Source: an optimization exercise on an open RTL-to-GDS flow (aim: small area and a short achievable clock period). Production flows keep margins and buffers that such runs may drop.
RTL that was checked went through simulation tests only; none was proved equivalent to the original.

==> flow/design.v <==
module puzzle3_2 (
    input clk,
    input rst_n,
    input [3:0] data_in,
    input wr_en,
    input bank_end,
    output logic [63:0] sum
);
logic [3:0]  run;   
logic [2:0]  ph;    
logic [2:0]  q;     
logic [3:0]  dl [0:10];
logic [3:0]  r  [2:9];
logic [33:0] Jn;   
logic [33:0] J;
assign J = ~Jn;
logic stream, drain;
assign stream = (ph == 3'd0) & (run == 4'd12);
assign drain  = ph != 3'd0;
assign q      = ph - 3'd1;
logic [2:0]  k1;
assign k1     = (ph == 3'd0) ? 3'd0 : q;
logic [3:0] d1, d2, x, m, b, b1, fd, top1, top2, n2;
logic [9:1] le1, le2, led, eqd, t1, t2;
logic two;
logic act;
function automatic [3:0] therm2bin(input [9:1] t);
    therm2bin[3] = t[8];
    therm2bin[2] = t[4] & ~t[8];
    therm2bin[1] = (t[2] & ~t[4]) | (t[6] & ~t[8]);
    therm2bin[0] = (t[1] & ~t[2]) | (t[3] & ~t[4]) | (t[5] & ~t[6]) | (t[7] & ~t[8]) | t[9];
endfunction
function automatic gt4(input [3:0] a, input [3:0] b);
    gt4 = 1'b0;
    for (int i = 0; i < 4; i++) gt4 = (a[i] & ~b[i]) | ((a[i] | ~b[i]) & gt4);
endfunction
function automatic [3:0] inc4s(input [3:0] a);
    logic s;
    s = a[3] & a[2] & a[1] & a[0];
    inc4s[0] = ~a[0] | s;
    inc4s[1] = (a[1] ^ a[0]) | s;
    inc4s[2] = (a[2] ^ (a[1] & a[0])) | s;
    inc4s[3] = a[3] | (a[2] & a[1] & a[0]);
endfunction
function automatic [9:1] dec_eq(input [3:0] d);
    dec_eq[1] = ~d[3] & ~d[2] & ~d[1] &  d[0];
    dec_eq[2] = ~d[3] & ~d[2] &  d[1] & ~d[0];
    dec_eq[3] = ~d[3] & ~d[2] &  d[1] &  d[0];
    dec_eq[4] = ~d[3] &  d[2] & ~d[1] & ~d[0];
    dec_eq[5] = ~d[3] &  d[2] & ~d[1] &  d[0];
    dec_eq[6] = ~d[3] &  d[2] &  d[1] & ~d[0];
    dec_eq[7] = ~d[3] &  d[2] &  d[1] &  d[0];
    dec_eq[8] =  d[3] & ~d[0];
    dec_eq[9] =  d[3] &  d[0];
endfunction
function automatic [9:1] dec_le(input [3:0] d);
    dec_le[1] = 1'b1;
    dec_le[2] = d[3] | d[2] | d[1];
    dec_le[3] = d[3] | d[2] | (d[1] & d[0]);
    dec_le[4] = d[3] | d[2];
    dec_le[5] = d[3] | (d[2] & (d[1] | d[0]));
    dec_le[6] = d[3] | (d[2] & d[1]);
    dec_le[7] = d[3] | (d[2] & d[1] & d[0]);
    dec_le[8] = d[3];
    dec_le[9] = d[3] & d[0];
endfunction
always_comb begin
    act = drain | stream;
    d1 = '0; d2 = '0;
    for (int k = 0; k < 6; k++) begin
        d1 = d1 | ({4{k1 == 3'(k)}} & dl[10-k]);
        d2 = d2 | ({4{q == 3'(k)}} & dl[9-k]);
    end
    le1 = dec_le(d1);
    le2 = drain ? dec_le(d2) : 9'd0;
    two = ~gt4(d2, d1) & drain;
    led = le1 | le2;
    eqd = led & ~{1'b0, led[9:2]};
    t1[1] = 1'b1; t2[1] = 1'b1;
    for (int v = 2; v <= 9; v++) begin
        t2[v] = gt4({1'b0, r[v][3:1]}, {1'b0, q});
        t1[v] = gt4(r[v], {q, 1'b0});
    end
    top1 = therm2bin(t1);
    n2   = therm2bin(t2);
    top2 = gt4(n2, d1) ? n2 : d1;
    x = '0;
    for (int v = 2; v <= 9; v++) x = x | ({4{eqd[v]}} & r[v]);
    fd = !drain ? 4'd0 : two ? {q, 1'b1} : {ph, 1'b0};
    m  = gt4(x, fd) ? x : fd;
    b  = inc4s(m);
    b1 = inc4s(b);
end
logic [39:0] hz, h;
mul10add u_h1 (.x({6'd0, J}), .d(top1), .y(hz));
mul10add u_h2 (.x(hz), .d(top2), .y(h));
logic [63:0] sum_n;
addsum u_sum (.a(sum), .b((ph == 3'd6) ? h : 40'd0), .s(sum_n));
always_ff @(posedge clk) begin
    dl[0] <= data_in;
    for (int k = 1; k <= 10; k++) dl[k] <= dl[k-1];
    for (int v = 2; v <= 9; v++)
        r[v] <= ({4{two & le2[v]}} & b1) |
                ({4{act & led[v] & ~(two & le2[v])}} & b) |
                ({4{act & ~led[v]}} & r[v]);
    Jn <= ~((drain && ph != 3'd6) ? h[33:0] : 34'd0);
end
always_ff @(posedge clk, negedge rst_n) begin
    if (!rst_n) begin
        run <= '0;
        ph  <= '0;
        sum <= '0;
    end else begin
        run <= !wr_en ? 4'd0 : (run == 4'd12) ? run : run + 4'd1;
        ph  <= bank_end ? 3'd1 : (ph == 3'd0 || ph == 3'd6) ? 3'd0 : ph + 3'd1;
        sum <= sum_n;
    end
end
endmodule
module mul10add (
    input  [39:0] x,
    input  [3:0]  d,
    output logic [39:0] y
);
    logic [39:0] a, b;
    logic c;
    always_comb begin
        a = {x[36:0], d[3] ? 3'd7 : d[2:0]};
        b = {x[38:0], d[3]};
        c = d[3] & d[0];
        for (int i = 0; i < 40; i++) begin
            y[i] = a[i] ^ b[i] ^ c;
            c = (a[i] & b[i]) | (a[i] & c) | (b[i] & c);
        end
    end
endmodule
module addsum (
    input  [63:0] a,
    input  [39:0] b,
    output logic [63:0] s
);
    logic c;
    always_comb begin
        c = 1'b0;
        for (int i = 0; i < 64; i++) begin
            if (i < 40) begin
                s[i] = a[i] ^ b[i] ^ c;
                c = (a[i] & b[i]) | (a[i] & c) | (b[i] & c);
            end else begin
                s[i] = a[i] ^ c;
                c = a[i] & c;
            end
        end
    end
endmodule
==> flow/config.mk <==
export PLATFORM = sky130hd
export DESIGN_NAME = puzzle3_2
export DESIGN_NICKNAME = puzzle3_2
export VERILOG_FILES = /design/flow/design.v
export SDC_FILE = /design/flow/constraint.sdc
export NUM_CORES = 4
export LEC_CHECK = 0
export ABC_AREA = 1
export CAP_MARGIN = 20
export CORE_MARGIN = 2
export CORE_UTILIZATION = 55
export SLEW_MARGIN = 20
==> flow/constraint.sdc <==
create_clock -name core_clock -period 1000.0 [get_ports {clk}]
set_input_delay 200.0000 -clock core_clock [delete_from_list [all_inputs] [get_ports {clk}]]
set_output_delay 200.0000 -clock core_clock [all_outputs]
set_load 0.01 [all_outputs]
standard.sh (not shown) runs the stock make flow with config.mk's settings and CLKGATE_MAP_FILE= SYNTH_SCRIPT=/design/flow/synth_recipe.tcl, a recipe that flattens the netlist after the stock synthesis.
==> flow/flow/run.sh <==
#!/bin/bash
# Layout flow: the standard synthesis; its half adder cells split
# into plain gates; the combinational logic then re-mapped
# by ABC with a stronger area script, eight random seeds, the smallest
# result kept (registers and full adder cells untouched); then the standard
# layout with buf_1 port buffers and a clock tree of clkbuf_8 without
# dummy loads.
set -eo pipefail
R=$PWD/orfs/results/sky130hd/puzzle3_2/base
bash standard.sh $R/1_2_yosys.v > 1_standard_synth.log 2>&1
cp $R/1_2_yosys.v synth_standard.v
python3 flow/prep.py synth_standard.v synth_prep.v > 2_prep.log 2>&1
for batch in "1 2 3 4" "5 6 7 8"; do
  for s in $batch; do
    bash flow/reopt.sh synth_prep.v reopt_$s.v $s > reopt_$s.ys
    yosys -s reopt_$s.ys > 3_reopt_$s.log 2>&1 &
  done
  wait
done
best=$(for s in 1 2 3 4 5 6 7 8; do
  if [[ -s reopt_$s.v ]] && grep -q 'End of script' 3_reopt_$s.log; then
    echo "$(grep 'Chip area' 3_reopt_$s.log | tail -1 | awk '{print $NF}') $s"
  fi
done | sort -g | head -1 | awk '{print $2}')
echo "kept seed $best" > 3_reopt_pick.log
cp reopt_$best.v $R/1_2_yosys.v
export BUFFER_PORTS_ARGS="-buffer_cell sky130_fd_sc_hd__buf_1"
export CTS_ARGS="-sink_clustering_enable -repair_clock_nets -dont_use_dummy_load -buf_list sky130_fd_sc_hd__clkbuf_8"
bash standard.sh finish > 4_standard_layout.log 2>&1
Other scripts of this flow, unchanged in this note and not shown: flow/flow/dontuse.txt, flow/flow/prep.py, flow/flow/reopt.sh
The starting point finished with timing, DRC and antenna clean.
Rerun with:
--- a/flow/design.v
+++ b/flow/design.v
@@ -96,8 +96,9 @@
 mul10add u_h2 (.x(hz), .d(top2), .y(h));
 logic [63:0] sum_n;
 addsum u_sum (.a(sum), .b((ph == 3'd6) ? h : 40'd0), .s(sum_n));
 always_ff @(posedge clk) begin
+    run <= !wr_en ? 4'd0 : (run == 4'd12) ? run : run + 4'd1;
     dl[0] <= data_in;
     for (int k = 1; k <= 10; k++) dl[k] <= dl[k-1];
     for (int v = 2; v <= 9; v++)
         r[v] <= ({4{two & le2[v]}} & b1) |
@@ -106,13 +107,11 @@
     Jn <= ~((drain && ph != 3'd6) ? h[33:0] : 34'd0);
 end
 always_ff @(posedge clk, negedge rst_n) begin
     if (!rst_n) begin
-        run <= '0;
         ph  <= '0;
         sum <= '0;
     end else begin
-        run <= !wr_en ? 4'd0 : (run == 4'd12) ? run : run + 4'd1;
         ph  <= bank_end ? 3'd1 : (ph == 3'd0 || ph == 3'd6) ? 3'd0 : ph + 3'd1;
         sum <= sum_n;
     end
 end
Via count goes down by 1.2%.
Clock-buffer cell count is unchanged.
Die area goes up by 0.71%.
Setup slack improves by 0.0050 ns.
Global-route usage goes up by 0.17 points.
Routed wire length goes up by 0.45%.


## purple
puzzle3_2, a different RTL version from the one above (not shown whole).
For scale: ~790 cells after synthesis, roughly 72 I/O pins, about 9200 sq um of cells after synthesis.
==> module puzzle3_2, before the edit <==
module puzzle3_2 (
    input clk,
    input rst_n,
    input [3:0] data_in,
    input wr_en,
    input bank_end,
    output logic [63:0] sum
);
logic        w1, w2, be1;
logic [3:0]  cnt;
logic [2:0]  ph;
logic [3:0]  dl [0:10];
logic [3:0]  r  [2:9];
logic [33:0] Jn;   
logic [33:0] J;
assign J = ~Jn;
logic fresh, start, stream, drain;
assign fresh  = w1 & w2;
assign start  = fresh & be1;
assign stream = fresh & ~be1 & (cnt == 4'd10);
assign drain  = start | (ph != 3'd0);
logic [3:0] d1, d2, x1, x2, s2, m1, m2, y1, y2, f1, f2, top1, top2, n2;
logic [9:1] le1, le2, eq1, eq2, t1, t2;
logic act;
function automatic [3:0] therm2bin(input [9:1] t);
    therm2bin[3] = t[8];
    therm2bin[2] = t[4] & ~t[8];
    therm2bin[1] = (t[2] & ~t[4]) | (t[6] & ~t[8]);
    therm2bin[0] = (t[1] & ~t[2]) | (t[3] & ~t[4]) | (t[5] & ~t[6]) | (t[7] & ~t[8]) | t[9];
endfunction
function automatic gt4(input [3:0] a, input [3:0] b);
    gt4 = 1'b0;
    for (int i = 0; i < 4; i++) gt4 = (a[i] & ~b[i]) | ((a[i] | ~b[i]) & gt4);
endfunction
function automatic [3:0] inc4s(input [3:0] a);
    logic s;
    s = a[3] & a[2] & a[1] & a[0];
    inc4s[0] = ~a[0] | s;
    inc4s[1] = (a[1] ^ a[0]) | s;
    inc4s[2] = (a[2] ^ (a[1] & a[0])) | s;
    inc4s[3] = a[3] | (a[2] & a[1] & a[0]);
endfunction
function automatic [9:1] dec_eq(input [3:0] d);
    dec_eq[1] = ~d[3] & ~d[2] & ~d[1] &  d[0];
    dec_eq[2] = ~d[3] & ~d[2] &  d[1] & ~d[0];
    dec_eq[3] = ~d[3] & ~d[2] &  d[1] &  d[0];
    dec_eq[4] = ~d[3] &  d[2] & ~d[1] & ~d[0];
    dec_eq[5] = ~d[3] &  d[2] & ~d[1] &  d[0];
    dec_eq[6] = ~d[3] &  d[2] &  d[1] & ~d[0];
    dec_eq[7] = ~d[3] &  d[2] &  d[1] &  d[0];
    dec_eq[8] =  d[3] & ~d[0];
    dec_eq[9] =  d[3] &  d[0];
endfunction
function automatic [9:1] dec_le(input [3:0] d);
    dec_le[1] = 1'b1;
    dec_le[2] = d[3] | d[2] | d[1];
    dec_le[3] = d[3] | d[2] | (d[1] & d[0]);
    dec_le[4] = d[3] | d[2];
    dec_le[5] = d[3] | (d[2] & (d[1] | d[0]));
    dec_le[6] = d[3] | (d[2] & d[1]);
    dec_le[7] = d[3] | (d[2] & d[1] & d[0]);
    dec_le[8] = d[3];
    dec_le[9] = d[3] & d[0];
endfunction
always_comb begin
    act = drain | stream;
    d1 = '0; d2 = '0;
    for (int k = 0; k < 6; k++) begin
        d1 = d1 | ({4{ph == 3'(k)}} & dl[10-k]);
        d2 = d2 | ({4{ph == 3'(k)}} & dl[9-k]);
    end
    f1 = {ph, drain};
    f2 = {ph[2] | (ph[1] & ph[0]), ph[1] ^ ph[0], ~ph[0], 1'b0};
    eq1 = dec_eq(d1); eq2 = dec_eq(d2);
    le1 = dec_le(d1); le2 = dec_le(d2);
    t1[1] = 1'b1; t2[1] = 1'b1;
    for (int v = 2; v <= 9; v++) begin
        t2[v] = gt4({1'b0, r[v][3:1]}, {1'b0, ph});
        t1[v] = gt4(r[v], {ph, 1'b0});
    end
    top1 = therm2bin(t1);
    n2   = therm2bin(t2);
    top2 = gt4(n2, d1) ? n2 : d1;
    x1 = '0; s2 = '0;
    for (int v = 2; v <= 9; v++) begin
        x1 = x1 | ({4{eq1[v]}} & r[v]);
        s2 = s2 | ({4{eq2[v]}} & r[v]);
    end
    m1 = gt4(x1, f1) ? x1 : f1;
    y1 = inc4s(m1);
    x2 = (|(eq2 & le1)) ? y1 : s2;
    m2 = gt4(x2, f2) ? x2 : f2;
    y2 = inc4s(m2);
end
logic [39:0] hz, h;
mul10add u_h1 (.x({6'd0, J}), .d(top1), .y(hz));
mul10add u_h2 (.x(hz), .d(top2), .y(h));
logic [63:0] sum_n;
addsum u_sum (.a(sum), .b((ph == 3'd5) ? h : 40'd0), .s(sum_n));
always_ff @(posedge clk) begin
    dl[0] <= data_in;
    for (int k = 1; k <= 10; k++) dl[k] <= dl[k-1];
    for (int v = 2; v <= 9; v++)
        r[v] <= ({4{drain & le2[v]}} & y2) |
                ({4{act & le1[v] & ~(drain & le2[v])}} & y1) |
                ({4{act & ~le1[v] & ~(drain & le2[v])}} & r[v]);
    Jn <= ~((drain && ph != 3'd5) ? h[33:0] : 34'd0);
end
always_ff @(posedge clk, negedge rst_n) begin
    if (!rst_n) begin
        w1  <= 1'b0;
        w2  <= 1'b0;
        be1 <= 1'b0;
        cnt <= '0;
        ph  <= '0;
        sum <= '0;
    end else begin
        w1  <= wr_en;
        w2  <= w1;
        be1 <= bank_end;
        cnt <= !fresh ? 4'd0 : (cnt == 4'd10) ? cnt : cnt + 4'd1;
        ph  <= start ? 3'd1 : (ph == 3'd0 || ph == 3'd5) ? 3'd0 : ph + 3'd1;
        sum <= sum_n;
    end
end
endmodule
clock: 1000.0 ns
lec_check: 0
abc_area: 1
cap_margin: 20
core_margin: 2
core_utilization: 40
slew_margin: 20
==> flow/flow/run.sh <==
#!/bin/bash
# Layout flow: the standard synthesis, then its combinational logic
# re-mapped by ABC with a stronger area script (registers and adder cells
# untouched), then the standard layout with small port buffers and
# clock tree synthesis without dummy loads.
set -eo pipefail
R=$PWD/orfs/results/sky130hd/puzzle3_2/base
bash standard.sh $R/1_2_yosys.v > 1_standard_synth.log 2>&1
cp $R/1_2_yosys.v synth_standard.v
python3 flow/prep.py synth_standard.v synth_prep.v > 2_prep.log 2>&1
bash flow/reopt.sh synth_prep.v $R/1_2_yosys.v > reopt.ys
yosys -s reopt.ys > 3_reopt.log 2>&1
export BUFFER_PORTS_ARGS="-buffer_cell sky130_fd_sc_hd__buf_1"
export CTS_ARGS="-sink_clustering_enable -repair_clock_nets -dont_use_dummy_load -buf_list sky130_fd_sc_hd__clkbuf_8"
bash standard.sh finish > 4_standard_layout.log 2>&1
Other scripts of this flow, unchanged in this note and not shown: flow/flow/dontuse.txt, flow/flow/prep.py, flow/flow/reopt.sh
No stage failed in purple, and the final checks on the layout all came back clean.
## Diff of input files: green against purple
--- a/flow/design.v
+++ b/flow/design.v
@@ -17,11 +17,11 @@
 logic fresh, start, stream, drain;
 assign fresh  = w1 & w2;
 assign start  = fresh & be1;
 assign stream = fresh & ~be1 & (cnt == 4'd10);
 assign drain  = start | (ph != 3'd0);
-logic [3:0] d1, d2, x1, x2, s2, m1, m2, y1, y2, f1, f2, top1, top2, n2;
+logic [3:0] d1, d2, x1, x2, m1, m2, y1, y2, f1, f2, top1, top2, n2;
 logic [9:1] le1, le2, eq1, eq2, t1, t2;
 logic act;
 function automatic [3:0] therm2bin(input [9:1] t);
     therm2bin[3] = t[8];
     therm2bin[2] = t[4] & ~t[8];
@@ -37,10 +37,18 @@
     s = a[3] & a[2] & a[1] & a[0];
     inc4s[0] = ~a[0] | s;
     inc4s[1] = (a[1] ^ a[0]) | s;
     inc4s[2] = (a[2] ^ (a[1] & a[0])) | s;
     inc4s[3] = a[3] | (a[2] & a[1] & a[0]);
+endfunction
+function automatic [3:0] dec4s(input [3:0] a);   
+    logic z;
+    z = ~(a[3] | a[2] | a[1] | a[0]);
+    dec4s[0] = ~a[0] & ~z;
+    dec4s[1] = a[1] ^ ~a[0] & ~z;
+    dec4s[2] = (a[2] ^ (~a[1] & ~a[0])) & ~z;
+    dec4s[3] = (a[3] ^ (~a[2] & ~a[1] & ~a[0])) & ~z;
 endfunction
 function automatic [9:1] dec_eq(input [3:0] d);
     dec_eq[1] = ~d[3] & ~d[2] & ~d[1] &  d[0];
     dec_eq[2] = ~d[3] & ~d[2] &  d[1] & ~d[0];
     dec_eq[3] = ~d[3] & ~d[2] &  d[1] &  d[0];
@@ -79,18 +87,18 @@
         t1[v] = gt4(r[v], {ph, 1'b0});
     end
     top1 = therm2bin(t1);
     n2   = therm2bin(t2);
     top2 = gt4(n2, d1) ? n2 : d1;
-    x1 = '0; s2 = '0;
+    x1 = '0; x2 = '0;
     for (int v = 2; v <= 9; v++) begin
         x1 = x1 | ({4{eq1[v]}} & r[v]);
-        s2 = s2 | ({4{eq2[v]}} & r[v]);
+        x2 = x2 | ({4{eq2[v]}} & r[v]);
     end
     m1 = gt4(x1, f1) ? x1 : f1;
     y1 = inc4s(m1);
-    x2 = (|(eq2 & le1)) ? y1 : s2;
+    x2 = (|(eq2 & le1)) ? y1 : x2;
     m2 = gt4(x2, f2) ? x2 : f2;
     y2 = inc4s(m2);
 end
 logic [39:0] hz, h;
 mul10add u_h1 (.x({6'd0, J}), .d(top1), .y(hz));
Findings:
Sort purple and green by utilization after layout, ascending, and green comes first.
Routed length per instance of green is on par with purple.
green reports its worst setup path endpoint as sum[23] while purple reports sum[32].
met1 track utilization from global routing for green is lower than for purple.
Per the comparison of green with purple, proportion of cell area occupied by registers held steady, share of the final layout cell area in multi-input gates grew by 0.30 points.
For green, only the layout was checked, not whether the RTL still works.

==> what the ideal ports hide <==
In the flow no input, the clock included, has a driving cell. The finished layouts below were timed again as built, in two steps. Step 1 assumes that a clkbuf_16 drives the clock port and a buf_2 every other input. Step 2 also shifts input and output timing later by t, the mid clock arrival at the registers, as if the neighbouring blocks saw the same clock. Three values: ideal, step 1, step 2; two values: the first two.
run | t (ns) | setup slack, ns | hold WS [ns] | clock arrival spread, ns
the first run of note 1 | 0.484 | 798.951 / 798.912 / 799.178 | 0.316 / 0.316 / 0.316 | 0.038 / 0.038
the second run of note 1 | 0.491 | 798.956 / 798.916 / 799.231 | 0.311 / 0.311 / 0.311 | 0.044 / 0.045
purple | 0.503 | 798.924 / 798.881 / 799.241 | 0.331 / 0.331 / 0.331 | 0.056 / 0.056
green | 0.487 | 798.929 / 798.885 / 799.223 | 0.313 / 0.313 / 0.313 | 0.051 / 0.050
After both steps every run listed still meets setup and hold. The worst setup slack also covers recovery checks on asynchronous resets.
